What follows belongs to an exercise in optimizing a design on an open flow for small area; a production flow would make more cautious choices. Only simulation tests tie the RTL to the original design; equivalence was not proved. Power and IR drop assume default switching activity.

==> job 6773 <==
==> flow/design.v (excerpt) <==
module module_mini_cpu (
    input [2:0] opcode,
    input [3:0] addr1,
    input [3:0] addr2,
    input [6:0] addr3OuImm,
    input ligar, enviar, clk,
    input rst,
    output [15:0] result,
    output on,
    output [2:0] estado,
    output reg EN,
    output RW,
    output reg RS,
    output reg [7:0] saidaLCD
);
clock: 12.0 ns
lec_check: 0
abc_area: 1
cap_margin: 20
core_margin: 2
core_utilization: 60
cts_buf_list: sky130_fd_sc_hd__clkbuf_8
cts_cluster_diameter: 150
cts_cluster_size: 14
gpl_timing_driven: 0
slew_margin: 20
standard.sh (not shown) runs the stock make flow with config.mk's settings and CLKGATE_MAP_FILE= SYNTH_SCRIPT=/design/flow/synth_recipe.tcl, a recipe that flattens the netlist after the stock synthesis.
==> flow/flow/run.sh <==
#!/bin/bash
# Layout flow: the standard ORFS flow with two changes:
#  - synthesis maps logic with flow/area.abc (via flow/abc_wrap.tcl); all other
#    synthesis steps, and so all registers, are those of synth_recipe.tcl;
#  - port buffers use the smallest buffer cell.
set -euo pipefail
W=$PWD
export FLOW_ABC_SCRIPT=$W/flow/area.abc
# synth_recipe.tcl with the ABC wrapper loaded before ORFS's synth.tcl
sed "s#^source \$::env(SCRIPTS_DIR)/synth.tcl#source $W/flow/abc_wrap.tcl\n&#" synth_recipe.tcl > $W/flow_synth.tcl
grep -q abc_wrap $W/flow_synth.tcl
# standard.sh with that synthesis script and extra settings
sed -e "s#SYNTH_SCRIPT=[^ ]*synth_recipe.tcl#SYNTH_SCRIPT=$W/flow_synth.tcl#" \
    -e "s#\"\${@:-finish}\"#BUFFER_PORTS_ARGS='-buffer_cell sky130_fd_sc_hd__buf_1' \"\${@:-finish}\"#" \
    standard.sh > $W/flow_standard.sh
grep -q flow_synth.tcl $W/flow_standard.sh
grep -q BUFFER_PORTS_ARGS $W/flow_standard.sh
bash $W/flow_standard.sh > $W/flow_make.log 2>&1
==> flow/flow/abc_wrap.tcl <==
# Map the combinational logic with an area-oriented ABC script instead of the
# one ORFS picks; every other synthesis step is ORFS's own (synth_recipe.tcl).
proc abc {args} {
  set i [lsearch -exact $args -script]
  if { $i >= 0 } {
    lset args [expr { $i + 1 }] $::env(FLOW_ABC_SCRIPT)
  }
  yosys abc {*}$args
}
==> flow/flow/area.abc <==
strash
dch
amap
strash
dch
amap
strash
dch
amap
strash
dch
amap
strash
dch
amap
strash
dch
amap
topo
==> job 2537 (differences from job 6773) <==
--- a/flow/design.v
+++ b/flow/design.v
@@ -119,15 +119,16 @@
     wire c9 = sSTORE & (estadoReg == STORE);
     wire W1 = sDEC | sREAD;
     wire W2 = sCALC | sESP | c8;
     wire WS = sCALC | sESP | sSTORE;
     wire hit1 = W1 & (phase == a1R[3:2]);
     wire hit2 = W2 & (phase == a2R[3:2]);
     wire [1:0] rbank = W1 ? a1R[1:0] : a2R[1:0];
-    wire immk = c6 ? a3R[3] : sESP ? a3R[2] : c8 ? a3R[1] : a3R[0];
+    wire [15:0] tap = ligou ? 16'd0 : heads[rbank*16 +: 16];
+    wire immk = c5 ? a3R[4] : c6 ? a3R[3] : sESP ? a3R[2] : c8 ? a3R[1] : a3R[0];
     wire zap = sOFF | (ligou & sFETCH);
     reg upd, sub;
     reg [1:0] asel;           
     reg [1:0] bsel;           
     always @* begin
         upd = 1'b0; sub = 1'b0; asel = 2'd1; bsel = 2'd0;
         if (zap) begin upd = 1'b1; asel = 2'd0; end
@@ -139,48 +140,35 @@
                 else if (hit2) begin upd = 1'b1; asel = 2'd1; bsel = 2'd1; sub = isSUB; end
             end
             ADDI, SUBI: begin
                 if (hit1) begin upd = 1'b1; asel = 2'd0; bsel = 2'd1; end
                 else if (c5) begin upd = 1'b1; asel = 2'd1; bsel = 2'd3; sub = a3R[6] ^ isSUBI; end
             end
             MUL: begin
-                if (hit1) begin upd = 1'b1; asel = 2'd0; sub = a3R[6]; bsel = 2'd1; end
-                else if (c5) begin upd = 1'b1; asel = a3R[5] ? 2'd2 : 2'd0; sub = a3R[6]; bsel = a3R[4] ? 2'd2 : 2'd0; end
+                if (hit1) begin upd = 1'b1; asel = 2'd0; sub = a3R[6]; bsel = a3R[5] ? 2'd1 : 2'd0; end
                 else if (WS) begin upd = 1'b1; asel = 2'd2; sub = a3R[6]; bsel = immk ? 2'd2 : 2'd0; end
             end
         endcase
     end
     wire [15:0] imm = isLOAD ? {9'd0, a3R} : {10'd0, a3R[5:0]};
     wire [15:0] opa = (asel == 2'd1) ? R : (asel == 2'd2) ? {R[14:0], 1'b0} : 16'd0;
-    wire selTap = (bsel == 2'd1) & ~ligou;
-    wire [3:0] selH = {4{selTap}} & {rbank == 2'd3, rbank == 2'd2, rbank == 2'd1, rbank == 2'd0};
-    wire [15:0] opb = ({16{selH[0]}} & heads[15:0]) | ({16{selH[1]}} & heads[31:16])
-                    | ({16{selH[2]}} & heads[47:32]) | ({16{selH[3]}} & heads[63:48])
-                    | ({16{bsel == 2'd2}} & V) | ({16{bsel == 2'd3}} & imm);
+    wire [15:0] opb = (bsel == 2'd1) ? tap : (bsel == 2'd2) ? V : (bsel == 2'd3) ? imm : 16'd0;
     wire [15:0] sum;
     module_alu ula (.a(opa), .b(opb), .sub(sub), .sum(sum));
     wire [15:0] Rnext = sum;
     always @(posedge clk) begin
         R <= Rnext;
         if (cld) V <= {rmag[11:0], 4'd0};
         else if (cbusy) V <= {V[13:0], 2'd0};
-        else if (hit1) V <= opb;
+        else if (hit1) V <= tap;
         phase <= rst ? 2'd0 : phase + 2'd1;
     end
-    reg [3:0] abit;
-    always @* begin
-        case (opR)
-            ADD, SUB: abit = a3R[6:3];
-            ADDI, SUBI, MUL: abit = a2R;
-            default: abit = a1R;
-        endcase
-    end
     wire Wwr = c9 | sSHOW | (sFETCH & ~ligou);
     wire clr = sOFF | (ligou & (sFETCH | sDEC)) | (Wwr & isCLEAR);
-    wire [3:0] dest = abit;    
+    wire [3:0] dest = isLOAD ? a1R : (isADD | isSUB) ? a3R[6:3] : a2R;
     wire wen = Wwr & ~isCLEAR & ~isDISP & (phase == dest[3:2]);
     wire [3:0] wr_hit;
     assign wr_hit[0] = clr | (wen & (dest[1:0] == 2'd0));
     assign wr_hit[1] = clr | (wen & (dest[1:0] == 2'd1));
     assign wr_hit[2] = clr | (wen & (dest[1:0] == 2'd2));
     assign wr_hit[3] = clr | (wen & (dest[1:0] == 2'd3));
     memory memoriaRAM (.clk(clk), .wr_hit(wr_hit), .wdata(Rnext), .heads(heads));
@@ -289,14 +277,22 @@
             3'd3: begin dig = D[15:12]; spc = 8'h2E; end    
             3'd4: begin dig = D[11:8];  spc = 8'h29; end    
             3'd5: begin dig = D[7:4];   spc = 8'h2A; end    
             default: begin dig = D[3:0]; spc = 8'h28; end   
         endcase
     end
     wire [7:0] digchar = (special & ~startup) ? spc : {4'h3, dig & {4{~startup}}};
+    reg [3:0] abit;
+    always @* begin
+        case (opR)
+            ADD, SUB: abit = a3R[6:3];
+            ADDI, SUBI, MUL: abit = a2R;
+            default: abit = a1R;
+        endcase
+    end
     wire clrc = isCLEAR & ~startup;    
     reg [7:0] opc;
     always @* begin
         case (instructions[1:0])
             2'd2: case (opR)             
                 ADD, ADDI: opc = 8'h41;
                 SUB, SUBI: opc = 8'h53;
@@ -323,45 +319,42 @@
                 ADDI, SUBI: opc = 8'h49;
                 CLEAR: opc = 8'h41;
                 LOAD: opc = 8'h44;
                 default: opc = 8'h20;
             endcase
         endcase
     end
-    wire chValid = (instructions != 6'd0) & (instructions < 6'd40);
-    reg [7:0] ch;
-    reg chRS;
-    always @* begin
-        chRS = 1'b1;
-        ch = 8'h20;
-        case (instructions)
-            1: begin ch = 8'h38; chRS = 1'b0; end
-            2: begin ch = 8'h0E; chRS = 1'b0; end
-            3: begin ch = 8'h01; chRS = 1'b0; end
-            4: begin ch = 8'h02; chRS = 1'b0; end
-            5: begin ch = 8'h06; chRS = 1'b0; end
-            22: begin ch = 8'hC0; chRS = 1'b0; end
-            39: begin ch = 8'h0C; chRS = 1'b0; end
-            6, 7, 8, 9: ch = startup ? 8'h2D : opc;
-            10: ch = clrc ? 8'h52 : 8'h20;
-            16: ch = clrc ? 8'h20 : 8'h5B;
-            17, 18, 19, 20: ch = startup ? 8'h2D : isCLEAR ? 8'h20 : {7'h18, abit[2'd0 - instructions[1:0]]};
-            21: ch = clrc ? 8'h20 : 8'h5D;
-            33: ch = clrc ? 8'h20 : ((neg & ~startup) ? 8'h2D : 8'h2B);
-            34, 35, 36, 37, 38: ch = clrc ? 8'h20 : digchar;
-            default: ;
-        endcase
-    end
     always @(posedge clk) begin
         if (rst) begin
             EN <= 1'b0;
             RS <= 1'b0;
             saidaLCD <= 8'd0;
         end else if (sOFF | sSTORE) begin
             EN <= ~stateLCD;
             if (instructions == 6'd1) begin saidaLCD <= 8'h08; RS <= 1'b0; end
         end else if (startup | sSHOW) begin
             EN <= ~stateLCD;
-            if (chValid) begin saidaLCD <= ch; RS <= chRS; end
+            case (instructions)
+                1: begin saidaLCD <= 8'h38; RS <= 0; end
+                2: begin saidaLCD <= 8'h0E; RS <= 0; end
+                3: begin saidaLCD <= 8'h01; RS <= 0; end
+                4: begin saidaLCD <= 8'h02; RS <= 0; end
+                5: begin saidaLCD <= 8'h06; RS <= 0; end
+                6, 7, 8, 9: begin RS <= 1; saidaLCD <= startup ? 8'h2D : opc; end
+                10: begin RS <= 1; saidaLCD <= clrc ? 8'h52 : 8'h20; end
+                11, 12, 13, 14, 15, 23, 24, 25, 26, 27, 28, 29, 30, 31, 32:
+                    begin saidaLCD <= 8'h20; RS <= 1; end
+                16: begin RS <= 1; saidaLCD <= clrc ? 8'h20 : 8'h5B; end
+                17: begin RS <= 1; saidaLCD <= startup ? 8'h2D : isCLEAR ? 8'h20 : {7'h18, abit[3]}; end
+                18: begin RS <= 1; saidaLCD <= startup ? 8'h2D : isCLEAR ? 8'h20 : {7'h18, abit[2]}; end
+                19: begin RS <= 1; saidaLCD <= startup ? 8'h2D : isCLEAR ? 8'h20 : {7'h18, abit[1]}; end
+                20: begin RS <= 1; saidaLCD <= startup ? 8'h2D : isCLEAR ? 8'h20 : {7'h18, abit[0]}; end
+                21: begin RS <= 1; saidaLCD <= clrc ? 8'h20 : 8'h5D; end
+                22: begin saidaLCD <= 8'hC0; RS <= 0; end
+                33: begin RS <= 1; saidaLCD <= clrc ? 8'h20 : ((neg & ~startup) ? 8'h2D : 8'h2B); end
+                34, 35, 36, 37, 38: begin RS <= 1; saidaLCD <= clrc ? 8'h20 : digchar; end
+                39: begin saidaLCD <= 8'h0C; RS <= 0; end
+                default: ;
+            endcase
         end
     end
 endmodule
==> flow/flow/area.abc (replaced) <==
strash
dch
amap
strash
dch
amap
topo
CTS_BUF_LIST = sky130_fd_sc_hd__clkbuf_16   (was sky130_fd_sc_hd__clkbuf_8)
CTS_CLUSTER_SIZE = 27   (was 14)
GPL_TIMING_DRIVEN = default   (was 0)
==> job 5672 (differences from job 6773) <==
CORE_UTILIZATION = 72   (was 60)
GPL_TIMING_DRIVEN = default   (was 0)
==> results.txt <==
| item | job 2537 | job 6773 | job 5672 |
|---|---|---|---|
| Outcome | timing/DRC/antenna clean | timing/DRC/antenna clean | timing/DRC/antenna clean |
| Nonclk buf count | 67 | 62 | 66 |
| Average via count per standard cell | 5.951 | 5.870 | 6.610 |
| WP data arrival | 6.97 ns | 9.55 ns | 9.24 ns |
| CTS root buffer | clkbuf_16 | clkbuf_8 | clkbuf_8 |
| Register area share after synthesis | 56.97% | 58.79% | 58.79% |
| Non-CTS inverters | 238 | 182 | 182 |
| Net switching power of the design | 628.8 uW | 660.8 uW | 675.4 uW |
| Worst Tran Pin Value | 0.9732 ns | 0.8860 ns | 1.165 ns |
| Multi-input gate area in the final layout | 0.005076 mm2 | 0.004888 mm2 | 0.004850 mm2 |
| Global-route wire length before repair | 55.76 mm | 53.67 mm | 62.56 mm |
| Worst reg2reg path depth | 34 | 37 | 37 |
| Aggregate routed wire length | 35.38 mm | 33.72 mm | 39.84 mm |
| Number of buffers created by CTS | 18 | 31 | 31 |
| Synthesized-area fraction occupied by adder cells | 2.218% | 2.288% | 2.288% |
| Worst-case setup margin in the final layout | 5.410 ns | 2.918 ns | 3.218 ns |
| CP max FO | 18 | 16 | 16 |
| Estimated wirelength of the detail-placed design | 25.80 mm | 24.54 mm | 27.27 mm |
| Number of clock buffers in the layout | 19 | 31 | 31 |
| Clock Power | 675 uW | 635 uW | 657 uW |

[port drivers added, routing unchanged]
In the flow no input, the clock included, has a driving cell. The finished layouts below were timed again as built, in two steps.
Step 1 sets driving cells, clkbuf_16 on the clock port and buf_2 on the other inputs (assumed; they add their load-dependent delay and slew).
Step 2 adds t to the input delays and takes it off the output delays; t is the mean of the earliest and latest rising clock arrival at the registers after step 1. Input paths then give back, and output paths get back, about the clock's delay inside the block.
Slacks: ideal ports / drivers / drivers and shift; pairs: ideal ports / drivers.
| run | shift t [ns] | setup WS [ns] | latest minus earliest clock arrival (ns) | worst slew at a driven data input, ns | pins driven straight from the clock port |
|---|---|---|---|---|---|
| job 6773 | 0.661 | 2.918 / 2.918 / 2.918 | 0.053 / 0.053 | 0.04 | 1 |
| job 2537 | 0.549 | 5.410 / 5.410 / 5.410 | 0.045 / 0.045 | 0.04 | 1 |
| job 5672 | 0.664 | 3.218 / 3.218 / 3.218 | 0.050 / 0.049 | 0.04 | 1 |
After both steps every run listed still meets setup and hold.
